What follows belongs to an exercise in optimizing a design on an open flow for small area; a production flow would make more cautious choices.
Function was not checked in any run shown here: the RTL went through the layout flow alone.

<file path="design.v">
module lidar_fa (input wire a, b, c, output wire s, co);
    assign s  = a ^ b ^ c;
    assign co = (a & b) | (a & c) | (b & c);
endmodule
module lidar_ha (input wire a, b, output wire s, co);
    assign s  = a ^ b;
    assign co = a & b;
endmodule
module lidar_ground_segmentation_top #(parameter DATA_WIDTH = 16)(
    input wire clk,
    input wire rst_n,
    input wire data_valid_in,
    input wire [DATA_WIDTH-1:0] raw_z_in,
    input wire [DATA_WIDTH-1:0] raw_r_in,
    output wire segmentation_result,
    output wire result_valid
);
    genvar i;
    reg [3:0] st;
    wire st_inc = ~st[3] & (data_valid_in | (st[2] & st[1]));
    always @(posedge clk or negedge rst_n) begin
        if (!rst_n) st <= 4'd0;
        else if (st_inc) st <= st + 4'd1;
    end
    wire run = st[3] | st[0];
    reg [15:0] p0, p1, p2, p3, p4;
    always @(posedge clk) begin
        if (data_valid_in) begin
            p4 <= p3; p3 <= p2; p2 <= p1; p1 <= p0;
            p0 <= {~raw_z_in[15], raw_z_in[14:0]};
        end
    end
    wire [16:0] u, v;
    wire [16:0] cu, cv;
    lidar_ha hu0 (.a(p1[0]), .b(p3[0]), .s(u[0]), .co(cu[1]));
    lidar_ha hv0 (.a(p0[0]), .b(p4[0]), .s(v[0]), .co(cv[1]));
    generate for (i = 1; i < 16; i = i + 1) begin : g_uv
        lidar_fa fu (.a(p1[i]), .b(p3[i]), .c(cu[i]), .s(u[i]), .co(cu[i+1]));
        lidar_fa fv (.a(p0[i]), .b(p4[i]), .c(cv[i]), .s(v[i]), .co(cv[i+1]));
    end endgenerate
    assign u[16] = cu[16];
    assign v[16] = cv[16];
    wire [19:0] w;
    wire [19:0] cw;
    assign w[0] = v[0];
    assign w[1] = v[1] ^ v[0];
    assign cw[2] = ~(v[1] | v[0]);
    generate for (i = 2; i < 17; i = i + 1) begin : g_w
        lidar_fa fw (.a(u[i-2]), .b(~v[i]), .c(cw[i]), .s(w[i]), .co(cw[i+1]));
    end endgenerate
    lidar_ha hw17 (.a(u[15]), .b(cw[17]), .s(w[17]), .co(cw[18]));
    lidar_ha hw18 (.a(u[16]), .b(cw[18]), .s(w[18]), .co(w[19]));
    wire [20:0] t;
    wire [20:0] ct;
    assign t[0] = w[0];
    lidar_ha ht1 (.a(w[1]), .b(w[0]), .s(t[1]), .co(ct[2]));
    generate for (i = 2; i < 20; i = i + 1) begin : g_t
        lidar_fa ft (.a(w[i]), .b(w[i-1]), .c(ct[i]), .s(t[i]), .co(ct[i+1]));
    end endgenerate
    assign t[20] = w[19] ^ ct[20];
    wire [16:0] z = {p2[15], ~p2[15], p2[14:0]};
    wire [20:0] r17;
    wire [20:0] cr;
    assign r17[3:0] = z[3:0];
    lidar_ha hr4 (.a(z[4]), .b(z[0]), .s(r17[4]), .co(cr[5]));
    generate for (i = 5; i < 17; i = i + 1) begin : g_r
        lidar_fa fr (.a(z[i]), .b(z[i-4]), .c(cr[i]), .s(r17[i]), .co(cr[i+1]));
    end endgenerate
    generate for (i = 17; i < 20; i = i + 1) begin : g_r2
        lidar_ha hr (.a(z[i-4]), .b(cr[i]), .s(r17[i]), .co(cr[i+1]));
    end endgenerate
    assign r17[20] = z[16] ^ cr[20];
    wire [20:5] s;
    wire [21:0] cs;
    assign cs[1] = t[0] & r17[0];
    generate for (i = 1; i < 5; i = i + 1) begin : g_s0
        assign cs[i+1] = (t[i] & r17[i]) | (t[i] & cs[i]) | (r17[i] & cs[i]);
    end endgenerate
    generate for (i = 5; i < 20; i = i + 1) begin : g_s
        lidar_fa fs (.a(t[i]), .b(r17[i]), .c(cs[i]), .s(s[i]), .co(cs[i+1]));
    end endgenerate
    assign s[20] = t[20] ^ r17[20] ^ cs[20];
    wire [15:0] g = s[20:5];
    reg [15:0] a, bn;
    always @(posedge clk) begin
        a  <= g;
        bn <= ~(a & {16{run}});
    end
    wire [15:0] d;
    wire [16:0] cd;
    assign d[0]  = ~(a[0] ^ bn[0]);
    assign cd[1] = a[0] | bn[0];
    generate for (i = 1; i < 16; i = i + 1) begin : g_d
        lidar_fa fd (.a(a[i]), .b(bn[i]), .c(cd[i]), .s(d[i]), .co(cd[i+1]));
    end endgenerate
    wire sgn = (a[15] & bn[15]) | (a[15] & ~cd[15]) | (bn[15] & ~cd[15]);
    wire [12:0] y = d[15:3] ^ {13{sgn}};
    wire inc = sgn & ~(d[2] | d[1] | d[0]);
    wire [12:0] q = y + {12'd0, inc};
    reg [12:0] qn;
    always @(posedge clk) qn <= ~(q & {13{run}});
    reg [15:0] prn;    
    always @(posedge clk) prn <= ~(raw_r_in & {16{run}});
    wire [15:0] dm;    
    wire [16:0] cm;
    lidar_ha hm0 (.a(raw_r_in[0]), .b(prn[0]), .s(dm[0]), .co(cm[1]));
    generate for (i = 1; i < 16; i = i + 1) begin : g_m
        lidar_fa fm (.a(raw_r_in[i]), .b(prn[i]), .c(cm[i]), .s(dm[i]), .co(cm[i+1]));
    end endgenerate
    wire gt = cm[16];                        
    wire [15:0] nq = {3'b111, qn};
    wire [16:0] kp, kn;
    assign kp[0] = 1'b1;
    assign kn[0] = 1'b0;
    generate for (i = 0; i < 16; i = i + 1) begin : g_c
        assign kp[i+1] = (dm[i] & nq[i]) | (kp[i] & (dm[i] | nq[i]));
        assign kn[i+1] = (~dm[i] & nq[i]) | (kn[i] & (~dm[i] | nq[i]));
    end endgenerate
    reg is_ground;
    always @(posedge clk) is_ground <= gt ? kp[16] : kn[16];
    assign segmentation_result = is_ground;
    assign result_valid = st[3];
endmodule
</file>
<file path="run.sh">
#!/bin/bash
# synth_recipe.tcl (not shown) runs the flow's synth.tcl, then flattens the netlist and writes it again
# the make line also repeats each setting of config.mk as NAME=value (left out here)
make -C /OpenROAD-flow-scripts/flow DESIGN_CONFIG=/design/flow/config.mk WORK_HOME=/design/flow/orfs CLKGATE_MAP_FILE= SYNTH_SCRIPT=/design/flow/synth_recipe.tcl finish
</file>
<file path="constraint.sdc">
create_clock -name core_clock -period 10.0 [get_ports {clk}]
set_input_delay 2.0000 -clock core_clock [delete_from_list [all_inputs] [get_ports {clk}]]
set_output_delay 2.0000 -clock core_clock [all_outputs]
set_load 0.01 [all_outputs]
</file>
<file path="config.mk">
export PLATFORM = sky130hd
export DESIGN_NAME = lidar_ground_segmentation_top
export DESIGN_NICKNAME = lidar_ground_segmentation_top
export VERILOG_FILES = /design/flow/design.v
export SDC_FILE = /design/flow/constraint.sdc
export NUM_CORES = 4
export LEC_CHECK = 0
export CAP_MARGIN = 20
export CORE_MARGIN = 2
export CORE_UTILIZATION = 40
export SLEW_MARGIN = 20
export SYNTH_HIERARCHICAL = 1
export SYNTH_MINIMUM_KEEP_SIZE = 0
</file>
==> metrics.md, run 1 <==
| Metric | Value |
|---|---|
| Post-DP Area | `approximately 8400 sq um` |
| Number of clock sinks | `around 150` |
| Worst Slack Setup Final | `0.267 ns` |
| Total number of H-tree levels | `4` |
| Total inserted antenna cells | `0` |
| Instance count of the mapped netlist | `around 520` |
| Cell chosen for the clock root | `sky130_fd_sc_hd__clkbuf_16` |
| Number of buffers between clock root and the deepest sink | `2` |
| Layout overhead on the synthesized area | `19.5%` |
| Worst slew margin | `0.446` |
| DRC violations left | `0` |
| Vias in the first global route | `approximately 4500` |
| Number of antenna violations at the first check in global routing | `0` |
| Top cells by count, synth | `sky130_fd_sc_hd__fa_1 (120), sky130_fd_sc_hd__edfxtp_1 (80), sky130_fd_sc_hd__dfxtp_1 (62)` |
| XOR/XNOR share of the synthesized area | `0.0239` |
| Max-capacitance violation count | `0` |
| Number of top-level pins | `37` |
| Number of flops mapped to enable cells by yosys | `80` |
| CTS tree | `yes` |
| Clock-pin slew on the worst setup and hold paths | `roughly 0.06 ns` |
| Final core utilization | `0.490` |
| Synth area leader | `sky130_fd_sc_hd__edfxtp_1` |
| CP required | `10.30 ns` |
| Most frequent cell after synthesis | `sky130_fd_sc_hd__fa_1` |
| Final instance area | `9200 sq um` |
| Clock latency at the later pin of the worst-skew pair | `around 0.42 ns` |
| Class of the tightest hold or removal check | `flip-flop to flip-flop` |
| Signal arrival time at the worst endpoint | `between 10 and 15 ns` |
| DRT Wirelength | `around 12000 um` |
| Number of failing setup endpoints in the final timing report | `0` |
| Ratio of cells with drive above 1 in the final layout | `0.174` |
| Proportion of synthesized chip area in sequential cells | `0.486` |
| Hold Vio Cnt, Final | `0` |
| Category of the critical setup timing path | `flip-flop to flip-flop` |
| Post-synthesis sequential element count | `roughly 150` |
| Highest achievable clock rate | `103 MHz` |
| Count of final max-slew check failures | `0` |
| Initial DRC count | `roughly 160` |
| Antenna-violating nets left | `0` |
| Residual overflow from global routing | `0` |
| Number of cells after detailed placement | `798` |
| Synthesis warning total | `7` |
| Critical Path End Type | `flip-flop` |
| TritonRoute pass-1 iters | `4` |
| Post-Synth Adder-Cell Area | `0.348` |
| Die span in x | `about 140 um` |
| Main area contributors after synthesis | `sky130_fd_sc_hd__edfxtp_1 (31%), sky130_fd_sc_hd__fa_1 (31%), sky130_fd_sc_hd__dfxtp_1 (16%)` |
| Global-route total usage across every layer | `0.133` |
| Maximum number of pins on one net before global-route repair | `62` |
| Routability Congestion | `about 0.84` |
| Crit-path max FO | `2` |
| Compound-cell area share of the yosys netlist | `0.0522` |
| Result of the run | `timing/DRC/antenna clean` |
| Average via count per standard cell | `between 4 and 5` |
| Number of hold buffers added after CTS | `0` |
| Number of buffers created by CTS | `17` |
| Clk_skew | `0.00796 ns` |
| First-pass GRT wire length | `between 20000 and 25000 um` |
| Chip height | `approximately 140 um` |
| DIE AREA | `between 20000 and 25000 sq um` |
| Post-route non-filler standard cell count | `832` |
| Wire per inst | `between 10 and 15 um` |
| Measured slew at the worst slew-check pin | `0.831 ns` |
| Part of the cycle the worst path needs | `0.973` |
| Dominant combinational cell family by area after synthesis | `adder cells` |
| Predominant post-synthesis flop cell | `sky130_fd_sc_hd__edfxtp_1` |
| Top cell type's share of synthesized area | `0.312` |
| Worst Setup Start Kind | `flip-flop` |
| Post-synth net total | `slightly below 700` |
| Shortest clock period the worst path allows after layout | `~10 ns` |
| Simple-gate area share of the yosys netlist | `0.0656` |
| Vias post-DR | `~4100` |
| HPWL reported at the end of detailed placement | `9060 um` |
| Site row count | `50` |
| Count of nets after finishing | `~760` |
| Post-synthesis instance area | `around 7700 sq um` |
| Count of port buffers added during placement | `36` |
| Proportion of synthesized area in mux cells | `0.00390` |
| Effective utilization at floorplan | `0.410` |
| Async SR Flop Fraction | `0.0274` |
| Number of library cell types mapped by synthesis | `52` |
| Post-Place Setup Slack | `-0.322 ns` |
| CORE AREA | `between 15000 and 20000 sq um` |
| Average cell area after synthesis | `14.8 sq um` |
layout by cell type (no fill, tap or decap), types with 3 or more instances in the layout:
master                            instances
sky130_fd_sc_hd__maj3_1                   3
sky130_fd_sc_hd__and2_1                   3
sky130_fd_sc_hd__nand3_1                  7
sky130_fd_sc_hd__xnor2_1                 19
sky130_fd_sc_hd__a22oi_1                  3
sky130_fd_sc_hd__nor2b_1                  7
sky130_fd_sc_hd__fa_2                    39
sky130_fd_sc_hd__dfxtp_1                 62
sky130_fd_sc_hd__bufinv_16                5
sky130_fd_sc_hd__o22ai_1                  3
sky130_fd_sc_hd__dfrtp_1                  4
sky130_fd_sc_hd__clkdlybuf4s50_1         35
sky130_fd_sc_hd__nor2_1                   9
sky130_fd_sc_hd__inv_1                   36
sky130_fd_sc_hd__fa_1                    81
sky130_fd_sc_hd__o21ai_0                 11
sky130_fd_sc_hd__nor3_1                   6
sky130_fd_sc_hd__clkbuf_16               17
sky130_fd_sc_hd__ha_1                    15
sky130_fd_sc_hd__or2_2                    3
sky130_fd_sc_hd__buf_4                   18
sky130_fd_sc_hd__nand2_1                 58
sky130_fd_sc_hd__mux2i_1                  3
sky130_fd_sc_hd__a21oi_1                 15
sky130_fd_sc_hd__o21a_1                   3
sky130_fd_sc_hd__maj3_2                   5
sky130_fd_sc_hd__edfxtp_1                80
cell families (layout without fill, tap and decap cells):
family,after synthesis,after routing
muxes,3,3
buffers and inverters,42,121
and+or+nand+nor,107,107
adders and majority gates,143,143
xor gates and xnor gates,21,21
AOI/OAI and AO/OA,57,57
DFF,146,146
layer usage:
layer  GRT usage  up-vias  part of all wire
met5           0        -                 0
met4      0.0500        0             0.019
met3      0.0409       23             0.041
met2       0.220       77              0.51
met1       0.164     2078              0.43
li1            -     1897                 -
flip-flops by register name, indices dropped and copies added (netlist names):
name       count
a             16
bn            16
p0            16
p1            16
p2            16
p3            16
p4            16
prn           16
qn            13
st             4
is_ground      1
worst paths after layout:
path                            startpoint    end  slack, ns  cells past startpoint
worst max register to register       p0[0]  a[15]       0.27                     27
worst min register to register        a[0]  bn[0]       0.38                      1
worst max-delay path                 p0[0]  a[15]       0.27                     27
max in group asynchronous            rst_n  st[2]       8.02                      1
min in group asynchronous            rst_n  st[1]       1.80                      1
worst min-delay path                  a[0]  bn[0]       0.38                      1
per-module statistics from Yosys, one instance, submodules excluded:
module                         area, sq um  cells  copies in the design
lidar_ground_segmentation_top         5170    389                     1
lidar_fa                              20.0      1                   120
lidar_ha                              12.5      1                    10
metrics by stage:
stage,hold WS (ns),setup TNS [ns]
floorplan,0.358,0
global placement,0.365,-0.173
detailed placement,0.367,-0.322
CTS,0.380,0
global route,0.400,-0.0117
finish,0.379,0
worst max-delay path, stage by stage, from the launching register on:
cell	delay, ns
sky130_fd_sc_hd__edfxtp_1	0.39
sky130_fd_sc_hd__ha_1	0.23
sky130_fd_sc_hd__fa_2	0.35
sky130_fd_sc_hd__fa_2	0.34
sky130_fd_sc_hd__fa_1	0.38
sky130_fd_sc_hd__fa_1	0.38
sky130_fd_sc_hd__fa_1	0.39
sky130_fd_sc_hd__fa_2	0.35
sky130_fd_sc_hd__fa_2	0.52
sky130_fd_sc_hd__inv_1	0.05
sky130_fd_sc_hd__fa_1	0.40
sky130_fd_sc_hd__fa_2	0.36
sky130_fd_sc_hd__fa_2	0.38
sky130_fd_sc_hd__fa_2	0.36
sky130_fd_sc_hd__fa_2	0.35
sky130_fd_sc_hd__fa_1	0.41
sky130_fd_sc_hd__fa_2	0.36
sky130_fd_sc_hd__fa_2	0.37
sky130_fd_sc_hd__fa_2	0.34
sky130_fd_sc_hd__fa_1	0.49
sky130_fd_sc_hd__fa_2	0.41
sky130_fd_sc_hd__fa_2	0.35
sky130_fd_sc_hd__fa_2	0.36
sky130_fd_sc_hd__fa_1	0.47
sky130_fd_sc_hd__fa_2	0.42
sky130_fd_sc_hd__xnor2_2	0.14
sky130_fd_sc_hd__xnor2_1	0.13
sky130_fd_sc_hd__xnor2_1	0.13
final cells by class:
cell class                      count  area [sq um]
Clock buffer                       19           433
Clock inverter                     13           206
Fill cell                        1620          9570
Inverter                           36           135
Multi-Input combinational cell    331          3900
Sequential cell                   146          3740
Tap cell                          234           293
Timing Repair Buffer               53           485
what timing repair did:
action                                  4_1_cts  5_1_grt
gates cloned                                  0        0
endpoints found under the setup margin        1        1
resized for setup                            29       11
pin swaps                                    14        7
setup buffers                                 2        0
==> run 2, diff against run 1 <==
--- a/config.mk
+++ b/config.mk
@@ -9,4 +9,7 @@
 export CORE_MARGIN = 2
 export CORE_UTILIZATION = 40
+export CTS_BUF_LIST = sky130_fd_sc_hd__clkbuf_8
+export CTS_CLUSTER_DIAMETER = 200
+export CTS_CLUSTER_SIZE = 50
 export SLEW_MARGIN = 20
 export SYNTH_HIERARCHICAL = 1
==> run 2 against run 1 <==
  * Via count decreased by 0.29%
  * Routed wire length decreased by 1.0%
  * Register-to-register slack about the same
  * Utilization decreased by 0.89 points
  * Maximum frequency decreased by 0.11%
  * Worst setup slack got worse by 0.010 ns
  * Largest cell class unchanged
==> metrics.md, run 2 <==
| Metric | Value |
|---|---|
| Effective utilization at floorplan | `0.410` |
| Total number of H-tree levels | `4` |
| Worst Slack Setup Final | `roughly 0.26 ns` |
| Total inserted antenna cells | `0` |
| Biggest cell delay along the critical path | `around 0.52 ns` |
| Compound-cell area share of the yosys netlist | `0.0522` |
| Post-Place Setup Slack | `-0.322 ns` |
| Maximum number of pins on one net before global-route repair | `62` |
| HPWL reported at the end of detailed placement | `9060 um` |
| Cell class contributing the biggest share of worst-path delay | `adder cells` |
| Post-synthesis instance area | `just under 8000 sq um` |
| Number of flops mapped to enable cells by yosys | `80` |
| Highest achievable clock rate | `approximately 100 MHz` |
| Count of port buffers added during placement | `36` |
| Most frequent cells in the layout | `sky130_fd_sc_hd__edfxtp_1 (80), sky130_fd_sc_hd__fa_1 (77), sky130_fd_sc_hd__dfxtp_1 (62)` |
| Layout overhead on the synthesized area | `17.3%` |
| CORE AREA | `about 19000 sq um` |
| Number of buffers between clock root and the deepest sink | `2` |
| Initial DRC count | `between 150 and 200` |
| DRT Wirelength | `between 10000 and 15000 um` |
| Category of the critical setup timing path | `flip-flop to flip-flop` |
| Async SR Flop Fraction | `0.0274` |
| Proportion of synthesized area in mux cells | `0.00390` |
| DIE AREA | `approximately 20000 sq um` |
| Critical path's most frequent cell | `sky130_fd_sc_hd__fa_2` |
| Most common cell after layout, fill and taps aside | `sky130_fd_sc_hd__edfxtp_1` |
| Average cell area after synthesis | `roughly 15 sq um` |
| Hold Slack | `a little under 0.4 ns` |
| TritonRoute pass-1 iters | `4` |
| Synth area leader | `sky130_fd_sc_hd__edfxtp_1` |
| Number of library cell types mapped by synthesis | `52` |
| Die span in x | `between 100 and 150 um` |
| Max-capacitance violation count | `0` |
| XOR/XNOR share of the synthesized area | `0.0239` |
| Worst slew margin | `0.448` |
| CP required | `between 10 and 15 ns` |
| Wire per inst | `~14 um` |
| Number of clock sinks | `between 100 and 150` |
| Clock-pin slew on the worst setup and hold paths | `approximately 0.080 ns` |
| Antenna-violating nets left | `0` |
| Top cell type's share of synthesized area | `0.312` |
| Number of antenna violations at the first check in global routing | `0` |
| Cell count of the worst hold path | `1` |
| DRC violations left | `0` |
| Instance count of the mapped netlist | `519` |
| Post-Synth Adder-Cell Area | `0.348` |
| Part of the cycle the worst path needs | `0.974` |
| Post-synthesis sequential element count | `146` |
| Cell chosen for the clock root | `sky130_fd_sc_hd__clkbuf_8` |
| Proportion of synthesized chip area in sequential cells | `0.486` |
| Count of nets after finishing | `757` |
| Vias post-DR | `4063` |
| Number of top-level pins | `37` |
| Top cells by count, synth | `sky130_fd_sc_hd__fa_1 (120), sky130_fd_sc_hd__edfxtp_1 (80), sky130_fd_sc_hd__dfxtp_1 (62)` |
| Average via count per standard cell | `approximately 4.9` |
| Routability Congestion | `about 0.84` |
| Most frequent cell after synthesis | `sky130_fd_sc_hd__fa_1` |
| Number of failing setup endpoints in the final timing report | `0` |
| CTS tree | `yes` |
| Clk_skew | `between 0.01 and 0.015 ns` |
| Depth of the critical timing path with buffers and inverters included | `27` |
| Global-route total usage across every layer | `0.131` |
| Bufs and invs on worst path | `1` |
| Ratio of cells with drive above 1 in the final layout | `0.183` |
| Shortest clock period the worst path allows after layout | `slightly below 10 ns` |
| Main area contributors after synthesis | `sky130_fd_sc_hd__edfxtp_1 (31%), sky130_fd_sc_hd__fa_1 (31%), sky130_fd_sc_hd__dfxtp_1 (16%)` |
| Residual overflow from global routing | `0` |
| Dominant combinational cell family by area after synthesis | `adder cells` |
| Hold Vio Cnt, Final | `0` |
| Predominant post-synthesis flop cell | `sky130_fd_sc_hd__edfxtp_1` |
| Chip height | `between 100 and 150 um` |
| Simple-gate area share of the yosys netlist | `0.0656` |
| Number of buffers created by CTS | `17` |
| Class of the tightest hold or removal check | `flip-flop to flip-flop` |
| Measured slew at the worst slew-check pin | `slightly above 0.8 ns` |
| Crit-path max FO | `2` |
| Signal arrival time at the worst endpoint | `just over 10 ns` |
| Vias in the first global route | `~4400` |
| Worst Setup Start Kind | `flip-flop` |
| Site row count | `50` |
| Count of final max-slew check failures | `0` |
| Clock latency at the later pin of the worst-skew pair | `0.44 ns` |
| Master of the slowest instance on the critical path | `sky130_fd_sc_hd__fa_2` |
| Result of the run | `timing/DRC/antenna clean` |
| Synthesis warning total | `7` |
| Post-synth net total | `~690` |
| Cell count of the worst reg-to-reg path | `27` |
| First-pass GRT wire length | `roughly 21000 um` |
| Critical Path End Type | `flip-flop` |
## run 2: cell families after synthesis
logic type | Yosys count
DFF | 146
adders and majority gates | 143
and+or+nand+nor | 107
AOI/OAI and AO/OA | 57
buffers and inverters | 42
xor gates and xnor gates | 21
muxes | 3
## run 2: area by class of cell
type / instances / area, sq um
Inverter: 36 / 135
Multi-Input combinational cell: 331 / 3910
Tap cell: 234 / 293
Timing Repair Buffer: 55 / 500
Sequential cell: 146 / 3740
Fill cell: 1654 / 9740
Clock buffer: 17 / 234
Clock inverter: 15 / 214
## run 2: worst register-to-register path: stages, from the launching register on
cell and delay, ns:
sky130_fd_sc_hd__edfxtp_1 0.39, sky130_fd_sc_hd__ha_1 0.23, sky130_fd_sc_hd__fa_2 0.35, sky130_fd_sc_hd__fa_2 0.52, sky130_fd_sc_hd__inv_1 0.05, sky130_fd_sc_hd__fa_2 0.36, sky130_fd_sc_hd__fa_2 0.36, sky130_fd_sc_hd__fa_1 0.49
sky130_fd_sc_hd__fa_2 0.41, sky130_fd_sc_hd__fa_1 0.41, sky130_fd_sc_hd__fa_1 0.38, sky130_fd_sc_hd__fa_1 0.39, sky130_fd_sc_hd__fa_2 0.35, sky130_fd_sc_hd__fa_2 0.35, sky130_fd_sc_hd__fa_1 0.38, sky130_fd_sc_hd__fa_1 0.40
sky130_fd_sc_hd__fa_2 0.35, sky130_fd_sc_hd__fa_2 0.35, sky130_fd_sc_hd__fa_2 0.35, sky130_fd_sc_hd__fa_2 0.37, sky130_fd_sc_hd__fa_2 0.35, sky130_fd_sc_hd__fa_2 0.35, sky130_fd_sc_hd__fa_2 0.47, sky130_fd_sc_hd__fa_2 0.41
sky130_fd_sc_hd__fa_2 0.41, sky130_fd_sc_hd__xnor2_2 0.14, sky130_fd_sc_hd__xnor2_1 0.18, sky130_fd_sc_hd__xnor2_1 0.13
## run 2: repair_timing
item                       CTS  global route
setup endpoints to repair    1             1
resized for setup           34            10
pin swaps                   16             6
hold buffers                 0             0
buffers inserted             3             1
## run 2: metal layers
metal / global-route usage / routed length [um] / vias to the layer above
li1: - / - / 1899
met1: 0.163 / 5170 / 2069
met2: 0.216 / 6050 / 70
met3: 0.0399 / 518 / 25
met4: 0.0500 / 221 / 0
met5: 0 / 0 / -
## run 2: modules after synthesis, one instance, submodules excluded
| module | area (sq um) | times used | flops+latches |
|---|---|---|---|
| lidar_ha | 12.5 | 10 | 0 |
| lidar_ground_segmentation_top | 5170 | 1 | 146 |
| lidar_fa | 20.0 | 120 | 0 |
## run 2: through the flow
step                      TNS [ns]  cell area [sq um]  utilization  cells
after detailed placement    -0.322               8440        0.450    798
after global placement      -0.173               8440        0.450    798
after global routing      -0.00585               9030        0.481    834
final                            0               9030        0.481    834
after floorplan                  0               7700            -    519
after CTS                        0               8990        0.479    833
## run 2: final timing paths
check	startpoint	to	slack (ns)
max reg2reg	p0[0]	a[15]	0.26
max	p0[0]	a[15]	0.26
min reg2reg	a[0]	bn[0]	0.39
min in group asynchronous	rst_n	st[1]	1.77
min	a[0]	bn[0]	0.39
max in group asynchronous	rst_n	st[2]	8.05
==> run 3, diff against run 2 <==
==> flow/run.sh (new file) <==
#!/bin/bash
# Standard ORFS layout with smaller port buffers and a clock tree without
# dummy loads. Each step's full output goes to a log file in this folder.
set -euo pipefail
bash standard.sh \
  "BUFFER_PORTS_ARGS=-buffer_cell sky130_fd_sc_hd__buf_1" \
  "CTS_ARGS=-sink_clustering_enable -repair_clock_nets -dont_use_dummy_load -buf_list sky130_fd_sc_hd__clkbuf_8 -sink_clustering_size 30 -sink_clustering_max_diameter 100" \
  finish > standard_flow.log 2>&1
==> standard.sh (new file) <==
#!/bin/bash
# synth_recipe.tcl (not shown) runs the flow's synth.tcl, then flattens the netlist and writes it again
# the make line also repeats each setting of config.mk as NAME=value (left out here)
make -C /OpenROAD-flow-scripts/flow DESIGN_CONFIG=/design/flow/config.mk WORK_HOME=/design/flow/orfs CLKGATE_MAP_FILE= SYNTH_SCRIPT=/design/flow/synth_recipe.tcl "${@:-finish}"
--- a/config.mk
+++ b/config.mk
@@ -9,7 +9,4 @@
 export CORE_MARGIN = 2
 export CORE_UTILIZATION = 40
-export CTS_BUF_LIST = sky130_fd_sc_hd__clkbuf_8
-export CTS_CLUSTER_DIAMETER = 200
-export CTS_CLUSTER_SIZE = 50
 export SLEW_MARGIN = 20
 export SYNTH_HIERARCHICAL = 1
removed: run.sh
==> run 3 against run 2 <==
  * Critical path depth did not move
  * Die area did not move
  * Still clean on timing, DRC and antenna
  * Critical path type unchanged
  * Highest routed layer unchanged
  * Clock skew rose by 0.012 ns
==> metrics.md, run 3 <==
| Metric | Value |
|---|---|
| Result of the run | `timing/DRC/antenna clean` |
| Number of buffers between clock root and the deepest sink | `2` |
| Most frequent cells in the layout | `sky130_fd_sc_hd__edfxtp_1 (80), sky130_fd_sc_hd__fa_1 (73), sky130_fd_sc_hd__dfxtp_1 (62)` |
| Synth area leader | `sky130_fd_sc_hd__edfxtp_1` |
| Die span in x | `roughly 140 um` |
| Post-synth net total | `a little under 700` |
| Most common cell after layout, fill and taps aside | `sky130_fd_sc_hd__edfxtp_1` |
| Count of final max-slew check failures | `0` |
| Site row count | `50` |
| Instance count of the mapped netlist | `roughly 520` |
| Clock-pin slew on the worst setup and hold paths | `0.07 ns` |
| Initial DRC count | `131` |
| Maximum number of pins on one net before global-route repair | `between 60 and 70` |
| Master of the slowest instance on the critical path | `sky130_fd_sc_hd__fa_2` |
| Shortest clock period the worst path allows after layout | `9.71 ns` |
| Clock latency at the later pin of the worst-skew pair | `0.44 ns` |
| Synthesis warning total | `7` |
| Wire per inst | `14.5 um` |
| Cell class contributing the biggest share of worst-path delay | `adder cells` |
| Effective utilization at floorplan | `0.410` |
| First-pass GRT wire length | `approximately 21000 um` |
| Cell chosen for the clock root | `sky130_fd_sc_hd__clkbuf_8` |
| Setup repair after global routing missed its margin | `no` |
| Sequential cell area | `about 3700 sq um` |
| Critical Path End Type | `flip-flop` |
| Top cells by count, synth | `sky130_fd_sc_hd__fa_1 (120), sky130_fd_sc_hd__edfxtp_1 (80), sky130_fd_sc_hd__dfxtp_1 (62)` |
| Measured slew at the worst slew-check pin | `around 0.8 ns` |
| Worst slew margin | `0.465` |
| Number of library cell types mapped by synthesis | `between 50 and 60` |
| Count of nets after finishing | `between 700 and 800` |
| Most frequent cell after synthesis | `sky130_fd_sc_hd__fa_1` |
| DIE AREA | `slightly above 20000 sq um` |
| Antenna-violating nets left | `0` |
| Average via count per standard cell | `just under 5` |
| DRT Wirelength | `between 10000 and 15000 um` |
| Category of the critical setup timing path | `flip-flop to flip-flop` |
| CORE AREA | `18800 sq um` |
| CP required | `just over 10 ns` |
| Average cell area after synthesis | `around 15 sq um` |
| Worst Setup Start Kind | `flip-flop` |
| Top cell type's share of synthesized area | `0.312` |
| Vias post-DR | `approximately 4000` |
| Main area contributors after synthesis | `sky130_fd_sc_hd__edfxtp_1 (31%), sky130_fd_sc_hd__fa_1 (31%), sky130_fd_sc_hd__dfxtp_1 (16%)` |
| Layout overhead on the synthesized area | `11.8%` |
| Area of combinational cells with multiple inputs | `slightly below 4000 sq um` |
| Number of hold buffers added after CTS | `0` |
| Class of the tightest hold or removal check | `flip-flop to flip-flop` |
| Biggest cell delay along the critical path | `~0.52 ns` |
| Highest achievable clock rate | `just over 100 MHz` |
| Post-synthesis instance area | `between 7000 and 8000 sq um` |
| Vias in the first global route | `about 4400` |
| Number of clock sinks | `about 150` |
| DRC violations left | `0` |
| Post-synthesis sequential element count | `approximately 150` |
| Crit-path max FO | `2` |
| Number of buffers created by CTS | `17` |
| Signal arrival time at the worst endpoint | `~10 ns` |
| Count of port buffers added during placement | `36` |
| Number of flops mapped to enable cells by yosys | `80` |
| Proportion of synthesized chip area in sequential cells | `0.486` |
| Hold Slack | `approximately 0.4 ns` |
| TritonRoute pass-1 iters | `4` |
| Number of failing setup endpoints in the final timing report | `0` |
| Chip height | `between 100 and 150 um` |
| Total number of H-tree levels | `4` |
| Critical path's most frequent cell | `sky130_fd_sc_hd__fa_2` |
| Global-route total usage across every layer | `0.132` |
| Part of the cycle the worst path needs | `0.971` |
| Ratio of cells with drive above 1 in the final layout | `0.176` |
| Max-capacitance violation count | `0` |
| Routability Congestion | `0.843` |
| HPWL reported at the end of detailed placement | `roughly 9300 um` |
| Hold Vio Cnt, Final | `0` |
| Async SR Flop Fraction | `0.0274` |
| CTS tree | `yes` |
| Predominant post-synthesis flop cell | `sky130_fd_sc_hd__edfxtp_1` |
| Number of filler instances in the final layout | `1681` |
| Number of top-level pins | `37` |
| Residual overflow from global routing | `0` |
| Total inserted antenna cells | `0` |
| Number of antenna violations at the first check in global routing | `0` |
| Bufs and invs on worst path | `1` |
| Clk_skew | `about 0.025 ns` |
| Final core utilization | `0.459` |
run 3: cell counts after synthesis:
No cell type changed its count.
run 3: through the flow:
step | instances | cell area (sq um) | setup TNS [ns] | setup WS [ns]
3_3_place_gp | 799 | 8230 | -0.135 | -0.135
6_report | 819 | 8610 | 0 | 0.293
5_1_grt | 819 | 8610 | 0 | 0.0158
4_1_cts | 819 | 8580 | 0 | 0.0181
2_1_floorplan | 519 | 7700 | 0 | 0.0776
3_5_place_dp | 799 | 8230 | -0.371 | -0.371
run 3: kinds of logic after synthesis:
group                    synth area share
XOR/XNOR                           0.0239
multiplexers                      0.00390
adder cells (fa/ha/maj)             0.348
AO/OA/AOI/OAI                      0.0522
buffers and inverters              0.0206
AND/OR/NAND/NOR                    0.0656
flip-flops                          0.486
run 3: cell type report:
cell class	count	area share
multi-input cells	331	0.456
flip-flops and latches	146	0.435
well taps	234	0.0340
repair buffers	55	0.0327
clock buffers	17	0.0272
inverters	36	0.0157
run 3: per-module statistics from Yosys (local to each module, per instance):
module	cells inside	cell area (sq um)	flip-flops and latches
lidar_ground_segmentation_top	389	5170	146
lidar_fa	1	20.0	0
lidar_ha	1	12.5	0
run 3: routing by layer:
layer,track usage,part of all wire,vias to the layer above
li1,-,-,1880
met1,0.161,0.44,2081
met2,0.222,0.51,57
met3,0.0402,0.033,17
met4,0.0464,0.016,0
met5,0,0,-
run 3: worst paths after layout:
kind | slack [ns] | startpoint | endpoint | cells after the start
max reg2reg | 0.29 | p0[0] | a[15] | 27
max in group asynchronous | 8.43 | rst_n | st[3] | 1
min | 0.39 | a[0] | bn[0] | 1
max | 0.29 | p0[0] | a[15] | 27
min in group asynchronous | 1.38 | rst_n | st[1] | 1
min reg2reg | 0.39 | a[0] | bn[0] | 1
run 3: what timing repair did:
item                                    CTS  global route
pin swaps                                17             5
setup buffers                             3             0
gates resized for setup                  35            14
endpoints found under the setup margin    1             1
==> run 4, diff against run 3 <==
--- a/config.mk
+++ b/config.mk
@@ -9,4 +9,5 @@
 export CORE_MARGIN = 2
 export CORE_UTILIZATION = 40
+export GPL_TIMING_DRIVEN = 0
 export SLEW_MARGIN = 20
 export SYNTH_HIERARCHICAL = 1
==> run 4 against run 3 <==
  * Synthesized cell count unchanged
  * First-iteration DRC count grew 15%
  * Clock skew decreased by 0.0039 ns
  * Worst setup slack better by 0.020 ns
  * Flip-flop and latch count is the same
  * Still clean
  * Utilization hardly changed
  * Sequential share of layout area is essentially flat
  * Final cell count down 0.12%
  * Via count fell by 1.0%
==> metrics.md, run 4 <==
| Metric | Value |
|---|---|
| Result of the run | `timing/DRC/antenna clean` |
| Initial DRC count | `151` |
| Count of final max-slew check failures | `0` |
| Part of the cycle the worst path needs | `0.969` |
| Worst slew margin | `0.584` |
| Average via count per standard cell | `a little under 5` |
| Number of antenna violations at the first check in global routing | `0` |
| Async SR Flop Fraction | `0.0274` |
| Post-synthesis sequential element count | `146` |
| DRC violations left | `0` |
| Most frequent cell after synthesis | `sky130_fd_sc_hd__fa_1` |
| Vias post-DR | `3993` |
| Highest achievable clock rate | `a little over 100 MHz` |
| Class of the tightest hold or removal check | `flip-flop to flip-flop` |
| DRT Wirelength | `~12000 um` |
| Instance count of the mapped netlist | `519` |
| Ratio of cells with drive above 1 in the final layout | `0.175` |
| Proportion of synthesized chip area in sequential cells | `0.486` |
| Most frequent cells in the layout | `sky130_fd_sc_hd__edfxtp_1 (80), sky130_fd_sc_hd__fa_1 (68), sky130_fd_sc_hd__dfxtp_1 (62)` |
| Count of nets after finishing | `756` |
| Hold Vio Cnt, Final | `0` |
| Average cell area after synthesis | `~15 sq um` |
| Post-synthesis instance area | `between 7000 and 8000 sq um` |
| Layout overhead on the synthesized area | `11.9%` |
| Synthesis warning total | `7` |
| Cell class contributing the biggest share of worst-path delay | `adder cells` |
| Number of hold buffers added after CTS | `0` |
| Synth area leader | `sky130_fd_sc_hd__edfxtp_1` |
| Count of port buffers added during placement | `36` |
| Register-to-register setup slack | `approximately 0.31 ns` |
| Measured slew at the worst slew-check pin | `0.624 ns` |
| Total inserted antenna cells | `0` |
| Global-route total usage across every layer | `0.133` |
| DIE AREA | `slightly above 20000 sq um` |
| Die span in x | `143 um` |
| CP required | `10.37 ns` |
| Number of flops mapped to enable cells by yosys | `80` |
| Routability Congestion | `0.807` |
| Site row count | `50` |
| Post-Place Setup Slack | `-0.558 ns` |
| Top cells by count, synth | `sky130_fd_sc_hd__fa_1 (120), sky130_fd_sc_hd__edfxtp_1 (80), sky130_fd_sc_hd__dfxtp_1 (62)` |
| Number of cells after detailed placement | `between 700 and 800` |
| TritonRoute pass-1 iters | `4` |
| Worst Slack Setup Final | `roughly 0.31 ns` |
| Number of library cell types mapped by synthesis | `52` |
| CTS tree | `yes` |
| Number of clock sinks | `146` |
| Setup repair after global routing missed its margin | `yes` |
| CORE AREA | `18800 sq um` |
| Clk_skew | `~0.021 ns` |
| Critical Path End Type | `flip-flop` |
| Master of the slowest instance on the critical path | `sky130_fd_sc_hd__fa_2` |
| Worst Setup Start Kind | `flip-flop` |
| Number of failing setup endpoints in the final timing report | `0` |
| Number of top-level pins | `37` |
| Residual overflow from global routing | `0` |
| Shortest clock period the worst path allows after layout | `slightly below 10 ns` |
| Crit-path max FO | `2` |
| First-pass GRT wire length | `20900 um` |
| Category of the critical setup timing path | `flip-flop to flip-flop` |
| Main area contributors after synthesis | `sky130_fd_sc_hd__edfxtp_1 (31%), sky130_fd_sc_hd__fa_1 (31%), sky130_fd_sc_hd__dfxtp_1 (16%)` |
| Cell chosen for the clock root | `sky130_fd_sc_hd__clkbuf_8` |
| Clock latency at the later pin of the worst-skew pair | `approximately 0.44 ns` |
| Maximum number of pins on one net before global-route repair | `31` |
| Top cell type's share of synthesized area | `0.312` |
| Most common cell after layout, fill and taps aside | `sky130_fd_sc_hd__edfxtp_1` |
| Max-capacitance violation count | `0` |
| Number of buffers created by CTS | `17` |
| Critical path's most frequent cell | `sky130_fd_sc_hd__fa_2` |
| Chip height | `between 100 and 150 um` |
| Total number of H-tree levels | `4` |
| Post-route non-filler standard cell count | `about 820` |
| Antenna-violating nets left | `0` |
| Biggest cell delay along the critical path | `between 0.5 and 0.6 ns` |
| Wire per inst | `between 10 and 15 um` |
| HPWL reported at the end of detailed placement | `between 9000 and 10000 um` |
| Effective utilization at floorplan | `0.410` |
| Predominant post-synthesis flop cell | `sky130_fd_sc_hd__edfxtp_1` |
| Clock-pin slew on the worst setup and hold paths | `~0.070 ns` |
| Vias in the first global route | `roughly 4500` |
| Number of filler instances in the final layout | `about 1700` |
| Bufs and invs on worst path | `1` |
| Signal arrival time at the worst endpoint | `approximately 10 ns` |
| Number of buffers between clock root and the deepest sink | `2` |
| Post-synth net total | `slightly below 700` |
## run 4: cell types whose count changed in the layout (fill, tap and decap cells not counted)
cell	before	now
sky130_fd_sc_hd__buf_4	19	10
sky130_fd_sc_hd__clkbuf_1	0	5
sky130_fd_sc_hd__fa_1	73	68
sky130_fd_sc_hd__fa_2	47	52
sky130_fd_sc_hd__buf_12	0	2
sky130_fd_sc_hd__buf_2	0	2
sky130_fd_sc_hd__clkbuf_4	1	0
## run 4: repair_timing
action / 4_1_cts / 5_1_grt
buffers inserted: 10 / 0
resized for setup: 39 / 15
pin swaps: 16 / 17
endpoints found under the setup margin: 2 / 1
## run 4: path summary, 6_finish.rpt
| path | from | end | cells after the start |
|---|---|---|---|
| worst max-delay path | p0[0] | a[15] | 27 |
| worst min-delay path | a[0] | bn[0] | 1 |
| worst max register to register | p0[0] | a[15] | 27 |
| worst min register to register | a[0] | bn[0] | 1 |
| max in group asynchronous | rst_n | st[0] | 1 |
| min in group asynchronous | rst_n | st[2] | 1 |
## run 4: cell type report
class	count	area [sq um]	area share
timing repair buffer	48	251	0.0292
sequential	146	3740	0.434
tap	234	293	0.0340
clock buffer	17	234	0.0271
inverter	36	135	0.0157
multi-input combinational	331	3940	0.457
buffer	6	23.8	0.00276
## run 4: through the flow
stage	instance area, sq um	hold WS [ns]	setup TNS (ns)	util
2_1_floorplan	7700	0.358	0	-
3_3_place_gp	8130	0.369	-0.422	0.433
3_5_place_dp	8170	0.384	-0.751	0.435
4_1_cts	8580	0.395	0	0.457
5_1_grt	8620	0.417	-0.00262	0.459
6_report	8620	0.388	0	0.459
## run 4: layer usage
layer  GRT usage  part of all wire
met5           0                 0
met4      0.0631             0.022
met3      0.0335             0.029
met2       0.219              0.50
met1       0.166              0.45
## run 4: logic make-up (layout without fill, tap and decap cells)
kind of cell,count (synthesis),after routing,synth area share
flip-flops,146,146,0.486
adder cells (fa/ha/maj),143,143,0.348
AND/OR/NAND/NOR,107,107,0.0656
AO/OA/AOI/OAI,57,57,0.0522
buffers and inverters,42,107,0.0206
XOR/XNOR,21,21,0.0239
multiplexers,3,3,0.00390
## run 4: modules after synthesis (local to each module, per instance)
module	copies in the design	flops+latches	cells inside
lidar_ground_segmentation_top	1	146	389
lidar_fa	120	0	1
lidar_ha	10	0	1
==> run 5, diff against run 4 <==
--- a/config.mk
+++ b/config.mk
@@ -8,5 +8,5 @@
 export CAP_MARGIN = 20
 export CORE_MARGIN = 2
-export CORE_UTILIZATION = 40
+export CORE_UTILIZATION = 65
 export GPL_TIMING_DRIVEN = 0
 export SLEW_MARGIN = 20
==> run 5 against run 4 <==
  * Critical path type unchanged
  * Non-clock buffer count grew 4
  * Utilization grew 28 points
  * First-iteration DRC count grew 95%
  * Critical path depth is the same
  * Routed wire length shrank 4.0%
  * Critical endpoint unchanged
==> metrics.md, run 5 <==
| Metric | Value |
|---|---|
| Cell class contributing the biggest share of worst-path delay | `adder cells` |
| Wire per inst | `about 16 um` |
| CTS tree | `yes` |
| Antenna-violating nets left | `0` |
| DIE AREA | `~13000 sq um` |
| Number of flops mapped to enable cells by yosys | `80` |
| Proportion of synthesized chip area in sequential cells | `0.486` |
| TritonRoute pass-1 iters | `4` |
| Master of the slowest instance on the critical path | `sky130_fd_sc_hd__fa_2` |
| Average via count per standard cell | `5.48` |
| Cell chosen for the clock root | `sky130_fd_sc_hd__clkbuf_8` |
| Critical path's most frequent cell | `sky130_fd_sc_hd__fa_2` |
| Worst Setup Start Kind | `flip-flop` |
| Post-Place Setup Slack | `-0.521 ns` |
| Biggest cell delay along the critical path | `slightly below 0.6 ns` |
| Chip height | `between 100 and 150 um` |
| Number of hold buffers added after CTS | `0` |
| Ratio of cells with drive above 1 in the final layout | `0.175` |
| Predominant post-synthesis flop cell | `sky130_fd_sc_hd__edfxtp_1` |
| Vias in the first global route | `~4400` |
| CP required | `between 10 and 15 ns` |
| Shortest clock period the worst path allows after layout | `about 9.7 ns` |
| Number of clock sinks | `between 100 and 150` |
| Global-route total usage across every layer | `0.208` |
| Most common cell after layout, fill and taps aside | `sky130_fd_sc_hd__edfxtp_1` |
| Initial DRC count | `295` |
| Main area contributors after synthesis | `sky130_fd_sc_hd__edfxtp_1 (31%), sky130_fd_sc_hd__fa_1 (31%), sky130_fd_sc_hd__dfxtp_1 (16%)` |
| Max-capacitance violation count | `0` |
| Worst slew margin | `0.629` |
| Maximum number of pins on one net before global-route repair | `40` |
| Count of final max-slew check failures | `0` |
| Proportion of synthesized area in mux cells | `0.00390` |
| Signal arrival time at the worst endpoint | `slightly above 10 ns` |
| Post-synth net total | `689` |
| First-pass GRT wire length | `between 20000 and 25000 um` |
| Top cells by count, synth | `sky130_fd_sc_hd__fa_1 (120), sky130_fd_sc_hd__edfxtp_1 (80), sky130_fd_sc_hd__dfxtp_1 (62)` |
| Number of failing setup endpoints in the final timing report | `0` |
| Number of top-level pins | `37` |
| Layout overhead on the synthesized area | `10.8%` |
| Vias post-DR | `about 4000` |
| XOR/XNOR share of the synthesized area | `0.0239` |
| Number of library cell types mapped by synthesis | `between 50 and 60` |
| Total inserted antenna cells | `0` |
| Synth area leader | `sky130_fd_sc_hd__edfxtp_1` |
| Compound-cell area share of the yosys netlist | `0.0522` |
| Category of the critical setup timing path | `flip-flop to flip-flop` |
| Average cell area after synthesis | `roughly 15 sq um` |
| Number of buffers created by CTS | `17` |
| Clock latency at the later pin of the worst-skew pair | `roughly 0.46 ns` |
| Most frequent cell after synthesis | `sky130_fd_sc_hd__fa_1` |
| Total number of H-tree levels | `4` |
| Routability Congestion | `between 0.7 and 0.8` |
| Top cell type's share of synthesized area | `0.312` |
| Number of antenna violations at the first check in global routing | `0` |
| Most frequent cells in the layout | `sky130_fd_sc_hd__edfxtp_1 (80), sky130_fd_sc_hd__fa_1 (72), sky130_fd_sc_hd__dfxtp_1 (62)` |
| Post-Synth Adder-Cell Area | `0.348` |
| Crit-path max FO | `2` |
| Measured slew at the worst slew-check pin | `around 0.56 ns` |
| Effective utilization at floorplan | `0.671` |
| Register-to-register setup slack | `between 0.2 and 0.3 ns` |
| Part of the cycle the worst path needs | `0.972` |
| Worst Slack Setup Final | `~0.28 ns` |
| Clock-pin slew on the worst setup and hold paths | `around 0.070 ns` |
| Synthesis warning total | `7` |
| Clk_skew | `around 0.029 ns` |
| Highest achievable clock rate | `roughly 100 MHz` |
| Site row count | `39` |
| Hold Vio Cnt, Final | `0` |
| DRC violations left | `0` |
| Final instance area | `between 8000 and 9000 sq um` |
| Post-synthesis instance area | `slightly below 8000 sq um` |
| HPWL reported at the end of detailed placement | `approximately 9000 um` |
| Bufs and invs on worst path | `1` |
| Dominant combinational cell family by area after synthesis | `adder cells` |
| Residual overflow from global routing | `0` |
| Simple-gate area share of the yosys netlist | `0.0656` |
| Class of the tightest hold or removal check | `flip-flop to flip-flop` |
| CORE AREA | `between 10000 and 15000 sq um` |
| Async SR Flop Fraction | `0.0274` |
| DRT Wirelength | `~11000 um` |
| Post-DP Area | `just over 8000 sq um` |
| Post-synthesis sequential element count | `around 150` |
| Count of nets after finishing | `760` |
| Count of port buffers added during placement | `36` |
| Result of the run | `timing/DRC/antenna clean` |
| Critical Path End Type | `flip-flop` |
| Instance count of the mapped netlist | `just over 500` |
| Die span in x | `113 um` |
| Number of buffers between clock root and the deepest sink | `2` |
[run 5: cell counts after synthesis]
Identical to the previous run, type by type.
[run 5: kinds of logic after synthesis]
logic type | count (synthesis)
muxes | 3
xor gates and xnor gates | 21
and+or+nand+nor | 107
AOI/OAI and AO/OA | 57
buffers and inverters | 42
DFF | 146
adders and majority gates | 143
[run 5: final timing paths]
check / start / to / cells past startpoint
max: p0[0] / a[15] / 27
min: a[0] / bn[0] / 1
max reg2reg: p0[0] / a[15] / 27
min reg2reg: a[0] / bn[0] / 1
max in group asynchronous: rst_n / st[3] / 1
min in group asynchronous: rst_n / st[1] / 1
[run 5: per-layer routing]
metal	GRT usage	share of wire	vias up
li1	-	-	1889
met1	0.270	0.43	2039
met2	0.343	0.52	61
met3	0.0584	0.036	20
met4	0.0756	0.016	0
met5	0	0	-
[run 5: per-module statistics from Yosys, one instance, submodules excluded]
module                         flip-flops and latches  copies in the design
lidar_ground_segmentation_top                     146                     1
lidar_fa                                            0                   120
lidar_ha                                            0                    10
[run 5: through the flow]
stage	instances	utilization	setup TNS, ns	hold WS, ns
6_report	731	0.744	0	0.364
5_1_grt	731	0.744	-0.00553	0.386
4_1_cts	727	0.738	0	0.369
3_5_place_dp	700	0.702	-0.625	0.368
3_3_place_gp	698	0.699	-0.409	0.365
2_1_floorplan	519	-	0	0.358
[run 5: repair_timing]
action                                  CTS  global route
endpoints found under the setup margin    2             1
setup buffers                            10             4
cloned                                    0             0
resized for setup                        41            10
hold endpoints to repair                  0             0
pin swaps                                14             5
[run 5: area by class of cell]
type | count | area (sq um)
plain buffers | 6 | 23.8
clock buffers | 17 | 234
fillers | 731 | 2940
inverters | 36 | 135
multi-input cells | 331 | 3940
flip-flops and latches | 146 | 3740
well taps | 143 | 179
repair buffers | 52 | 282
==> run 6, diff against run 5 <==
==> design.v (replaced) <==
module window_buffer #(parameter DATA_WIDTH = 16)(
    input wire clk,
    input wire rst_n,
    input wire valid_in,
    input wire [DATA_WIDTH-1:0] data_in,
    output reg [DATA_WIDTH-1:0] p0, p1, p2, p3, p4,
    output reg valid_out
);
    reg [2:0] counter;
    always @(posedge clk or negedge rst_n) begin
        if (!rst_n) begin
            p0 <= 0; p1 <= 0; p2 <= 0; p3 <= 0; p4 <= 0;
            valid_out <= 0; counter <= 0;
        end else if (valid_in) begin
            p4 <= p3; p3 <= p2; p2 <= p1; p1 <= p0; p0 <= data_in;
            if (counter < 5) counter <= counter + 1;
            else valid_out <= 1;
        end
    end
endmodule
module savitzky_golay_filter #(parameter DATA_WIDTH = 16)(
    input wire clk, rst_n, valid_in,
    input wire signed [DATA_WIDTH-1:0] p0, p1, p2, p3, p4,
    output reg signed [DATA_WIDTH-1:0] filtered_val,
    output reg valid_out
);
    reg signed [DATA_WIDTH+5:0] sum;
    always @(posedge clk or negedge rst_n) begin
        if (!rst_n) begin
            sum <= 0; filtered_val <= 0; valid_out <= 0;
        end else if (valid_in) begin
            sum <= (17 * p2) + (12 * p3) + (12 * p1) - (3 * p4) - (3 * p0);
            filtered_val <= sum >>> 5; 
            valid_out <= 1;
        end else valid_out <= 0;
    end
endmodule
module segmentation_logic #(parameter DATA_WIDTH = 16, parameter SLOPE_THRESHOLD = 8)(
    input wire clk, rst_n, valid_in,
    input wire signed [DATA_WIDTH-1:0] current_z,
    input wire [DATA_WIDTH-1:0] current_r,
    output reg is_ground,
    output reg valid_out
);
    reg signed [DATA_WIDTH-1:0] prev_z;
    reg [DATA_WIDTH-1:0] prev_r;
    reg [DATA_WIDTH-1:0] delta_z, delta_r;
    always @(posedge clk or negedge rst_n) begin
        if (!rst_n) begin
            prev_z <= 0; prev_r <= 0; is_ground <= 0; valid_out <= 0;
        end else if (valid_in) begin
            prev_z <= current_z;
            prev_r <= current_r;
            delta_z = (current_z > prev_z) ? (current_z - prev_z) : (prev_z - current_z);
            delta_r = (current_r > prev_r) ? (current_r - prev_r) : (prev_r - current_r);
            if (delta_z < (delta_r * SLOPE_THRESHOLD)) 
                is_ground <= 1'b1; 
            else 
                is_ground <= 1'b0;
            valid_out <= 1'b1;
        end else valid_out <= 0;
    end
endmodule
module lidar_ground_segmentation_top #(parameter DATA_WIDTH = 16)(
    input wire clk,
    input wire rst_n,
    input wire data_valid_in,
    input wire [DATA_WIDTH-1:0] raw_z_in,
    input wire [DATA_WIDTH-1:0] raw_r_in,
    output wire segmentation_result,
    output wire result_valid
);
    wire [DATA_WIDTH-1:0] w_p0, w_p1, w_p2, w_p3, w_p4;
    wire buffer_valid, filter_valid;
    wire [DATA_WIDTH-1:0] filtered_z;
    window_buffer #(.DATA_WIDTH(DATA_WIDTH)) u_buffer (
        .clk(clk), .rst_n(rst_n), .valid_in(data_valid_in), .data_in(raw_z_in),
        .p0(w_p0), .p1(w_p1), .p2(w_p2), .p3(w_p3), .p4(w_p4),
        .valid_out(buffer_valid)
    );
    savitzky_golay_filter #(.DATA_WIDTH(DATA_WIDTH)) u_filter (
        .clk(clk), .rst_n(rst_n), .valid_in(buffer_valid),
        .p0(w_p0), .p1(w_p1), .p2(w_p2), .p3(w_p3), .p4(w_p4),
        .filtered_val(filtered_z),
        .valid_out(filter_valid)
    );
    segmentation_logic #(.DATA_WIDTH(DATA_WIDTH)) u_seg (
        .clk(clk), .rst_n(rst_n), .valid_in(filter_valid),
        .current_z(filtered_z), .current_r(raw_r_in), 
        .is_ground(segmentation_result), .valid_out(result_valid)
    );
endmodule
==> run.sh (new file) <==
#!/bin/bash
# synth_recipe.tcl (not shown) runs the flow's synth.tcl, then flattens the netlist and writes it again
# the make line also repeats each setting of config.mk as NAME=value (left out here)
make -C /OpenROAD-flow-scripts/flow DESIGN_CONFIG=/design/flow/config.mk WORK_HOME=/design/flow/orfs CLKGATE_MAP_FILE= SYNTH_SCRIPT=/design/flow/synth_recipe.tcl finish
--- a/config.mk
+++ b/config.mk
@@ -8,7 +8,4 @@
 export CAP_MARGIN = 20
 export CORE_MARGIN = 2
-export CORE_UTILIZATION = 65
-export GPL_TIMING_DRIVEN = 0
+export CORE_UTILIZATION = 40
 export SLEW_MARGIN = 20
-export SYNTH_HIERARCHICAL = 1
-export SYNTH_MINIMUM_KEEP_SIZE = 0
removed: flow/run.sh
removed: standard.sh
==> run 6 against run 5 <==
  * Still clean on timing, DRC and antenna
  * Clock skew is 0.014 ns lower
  * Maximum frequency grew 35%
  * Flip-flop and latch count increased by 5
  * Critical path depth rose by 1
  * Critical endpoint is now u_filter.sum[20]
==> metrics.md, run 6 <==
| Metric | Value |
|---|---|
| # Post-CTS Setup Buffers | `0` |
| Number of buffers between clock root and the deepest sink | `2` |
| Most frequent cell after synthesis | `sky130_fd_sc_hd__inv_1` |
| Sequential cell area | `3780 sq um` |
| Post-synth net total | `between 1500 and 2000` |
| Number of buffers created by CTS | `17` |
| Effective utilization at floorplan | `0.404` |
| Instance count of the mapped netlist | `roughly 1600` |
| Category of the critical setup timing path | `flip-flop to flip-flop` |
| Signal arrival time at the worst endpoint | `between 7 and 8 ns` |
| Measured slew at the worst slew-check pin | `0.982 ns` |
| Post-Place Setup Slack | `between 2 and 3 ns` |
| Async SR Flop Fraction | `1.00` |
| Clock-pin slew on the worst setup and hold paths | `approximately 0.07 ns` |
| HPWL reported at the end of detailed placement | `between 20000 and 25000 um` |
| End of the worst register-to-register path | `u_filter.sum[20]` |
| DRC violations left | `0` |
| Number of flops mapped to enable cells by yosys | `0` |
| Max-capacitance violation count | `0` |
| Register-to-register setup slack | `roughly 2.8 ns` |
| DIE AREA | `39300 sq um` |
| Main area contributors after synthesis | `sky130_fd_sc_hd__dfrtp_1 (25%), sky130_fd_sc_hd__ha_1 (21%), sky130_fd_sc_hd__fa_1 (12%)` |
| Worst Slack Setup Final | `2.79 ns` |
| Biggest cell delay along the critical path | `0.53 ns` |
| Proportion of synthesized chip area in sequential cells | `0.250` |
| Layout overhead on the synthesized area | `9.72%` |
| Most frequent cells in the layout | `sky130_fd_sc_hd__inv_1 (314), sky130_fd_sc_hd__ha_1 (251), sky130_fd_sc_hd__dfrtp_1 (150)` |
| Site row count | `about 70` |
| Total number of H-tree levels | `4` |
| Hold Path Sink | `u_filter.filtered_val[9]` |
| Number of antenna violations at the first check in global routing | `0` |
| Residual overflow from global routing | `0` |
| Worst flop-to-flop path startpoint | `u_buffer.p1[1]` |
| Class of the tightest hold or removal check | `flip-flop to flip-flop` |
| Result of the run | `timing/DRC/antenna clean` |
| Critical Path End Type | `flip-flop` |
| Global-route total usage across every layer | `0.162` |
| Post-DP Area | `about 16000 sq um` |
| Total inserted antenna cells | `0` |
| Final instance area | `16600 sq um` |
| Number of library cell types mapped by synthesis | `68` |
| Vias post-DR | `10600` |
| Die span in x | `198 um` |
| Initial DRC count | `roughly 420` |
| Hold Vio Cnt, Final | `0` |
| Number of hold buffers added after CTS | `0` |
| Ratio of cells with drive above 1 in the final layout | `0.0814` |
| Highest achievable clock rate | `139 MHz` |
| Startpoint of the most critical hold path | `u_filter.sum[14]` |
| Cell chosen for the clock root | `sky130_fd_sc_hd__clkbuf_16` |
| Post-CTS sizing | `0` |
| Cell class contributing the biggest share of worst-path delay | `adder cells` |
| Synthesis warning total | `3` |
| Setup repair after global routing missed its margin | `no` |
| Number of failing setup endpoints in the final timing report | `0` |
| Chip height | `just under 200 um` |
| Average cell area after synthesis | `9.44 sq um` |
| Count of final max-slew check failures | `0` |
| Post-synthesis instance area | `15100 sq um` |
| Area of combinational cells with multiple inputs | `~10000 sq um` |
| Number of clock sinks | `151` |
| Crit-path max FO | `4` |
| Number of filler instances in the final layout | `approximately 3600` |
| CP required | `just over 10 ns` |
| Most common cell after layout, fill and taps aside | `sky130_fd_sc_hd__inv_1` |
| Maximum number of pins on one net before global-route repair | `approximately 90` |
| Synth area leader | `sky130_fd_sc_hd__dfrtp_1` |
| Number of top-level pins | `37` |
| DRT Wirelength | `29700 um` |
| Routability Congestion | `between 0.8 and 0.9` |
| Bufs and invs on worst path | `5` |
| Predominant post-synthesis flop cell | `sky130_fd_sc_hd__dfrtp_1` |
| Vias in the first global route | `10700` |
| Wire per inst | `13.9 um` |
| Part of the cycle the worst path needs | `0.721` |
| Master of the slowest instance on the critical path | `sky130_fd_sc_hd__fa_1` |
| Clk_skew | `~0.014 ns` |
| Total negative slack for setup checks | `0 ns` |
| First-pass GRT wire length | `between 50000 and 60000 um` |
| CTS tree | `yes` |
| Shortest clock period the worst path allows after layout | `just over 7 ns` |
| Cell count of the worst hold path | `2` |
| Top cells by count, synth | `sky130_fd_sc_hd__inv_1 (314), sky130_fd_sc_hd__ha_1 (251), sky130_fd_sc_hd__dfrtp_1 (151)` |
| TritonRoute pass-1 iters | `5` |
| Count of nets after finishing | `2000` |
| Antenna-violating nets left | `0` |
| Post-synthesis sequential element count | `151` |
| Cell count of the worst reg-to-reg path | `28` |
| Top cell type's share of synthesized area | `0.250` |
| Average via count per standard cell | `roughly 4.9` |
| Count of port buffers added during placement | `36` |
| Worst Setup Start Kind | `flip-flop` |
| Number of cells after detailed placement | `about 2100` |
| Post-route non-filler standard cell count | `~2100` |
| Clock latency at the later pin of the worst-skew pair | `0.45 ns` |
| Worst slew margin | `0.346` |
| CORE AREA | `37400 sq um` |
[run 6: how the worst max path moves through the flow]
stage	start	to	cells past startpoint	slack (ns)
after floorplan	u_buffer.p1[1]	u_filter.sum[20]	28	3.47
final	u_buffer.p1[1]	u_filter.sum[20]	28	2.79
after global routing	u_buffer.p4[2]	u_filter.sum[20]	29	2.29
after CTS	u_buffer.p1[1]	u_filter.sum[20]	28	2.72
after global placement	u_buffer.p1[1]	u_filter.sum[20]	28	2.88
after detailed placement	u_buffer.p1[1]	u_filter.sum[20]	28	2.76
[run 6: worst register-to-register path, delay by kind of cell, from the launching register on]
| family | cells | cell delay [ns] |
|---|---|---|
| flops | 1 | 0.40 |
| fa+ha+maj | 9 | 3.34 |
| buf+inv | 5 | 0.27 |
| simple gates | 4 | 0.86 |
| xor+xnor | 3 | 0.46 |
| mux | 1 | 0.26 |
| compound gates | 6 | 1.50 |
[run 6: per-stage QoR]
stage | hold WS, ns | util
final | 0.478 | 0.443
after global routing | 0.504 | 0.443
after CTS | 0.485 | 0.443
after detailed placement | 0.467 | 0.427
after global placement | 0.463 | 0.427
after floorplan | 0.385 | -
[run 6: cell families (layout without fill, tap and decap cells)]
group	after synthesis	after routing	share of synthesized area
buffers and inverters	351	384	0.0888
DFF	151	151	0.250
adders and majority gates	342	342	0.329
muxes	99	99	0.0725
xor gates and xnor gates	91	91	0.0528
AOI/OAI and AO/OA	324	324	0.133
and+or+nand+nor	243	243	0.0745
[run 6: area by class of cell]
class | instances | area share
Timing Repair Buffer | 40 | 0.0237
Multi-Input combinational cell | 1099 | 0.603
Inverter | 314 | 0.0711
Sequential cell | 151 | 0.228
Clock inverter | 8 | 0.00740
Clock buffer | 22 | 0.0286
Tap cell | 511 | 0.0386
[run 6: metal layers]
metal | vias up | GRT usage | wire, um
li1 | 5342 | - | -
met4 | 0 | 0.0485 | 442
met2 | 92 | 0.268 | 13700
met1 | 5092 | 0.218 | 14900
met5 | - | 0 | 0
met3 | 28 | 0.0264 | 706

==> afterwards: timing with drivers on the ports <==
The results above use ideal ports. As a check the final layouts listed here were re-extracted and re-timed, cells and wires unchanged. Step 1 (the two cells are an assumption about what drives the block):
set clk [get_ports {clk}]
set_driving_cell -lib_cell sky130_fd_sc_hd__clkbuf_16 $clk
set_driving_cell -lib_cell sky130_fd_sc_hd__buf_2 [delete_from_list [all_inputs] $clk]
Step 2 times the ports against the registers' clock, not the clock port: input delays grow and output delays shrink by t, the midpoint of the rising clock arrivals with the driver on. Slacks: ideal ports / drivers / drivers and shift; pairs: ideal ports / drivers.
run	t, ns	setup WS [ns]	latest minus earliest clock arrival (ns)	worst register clock-pin slew, ns
run 1	0.454	0.267 / 0.267 / 0.267	0.008 / 0.008	0.06 / 0.06
run 2	0.472	0.256 / 0.256 / 0.256	0.013 / 0.013	0.08 / 0.08
run 3	0.468	0.293 / 0.293 / 0.293	0.029 / 0.028	0.08 / 0.08
run 4	0.465	0.314 / 0.314 / 0.314	0.030 / 0.029	0.08 / 0.08
run 5	0.481	0.278 / 0.278 / 0.278	0.033 / 0.033	0.09 / 0.09
run 6	0.494	2.795 / 2.795 / 2.795	0.015 / 0.015	0.07 / 0.07
After both steps setup and hold are still met in every run listed.
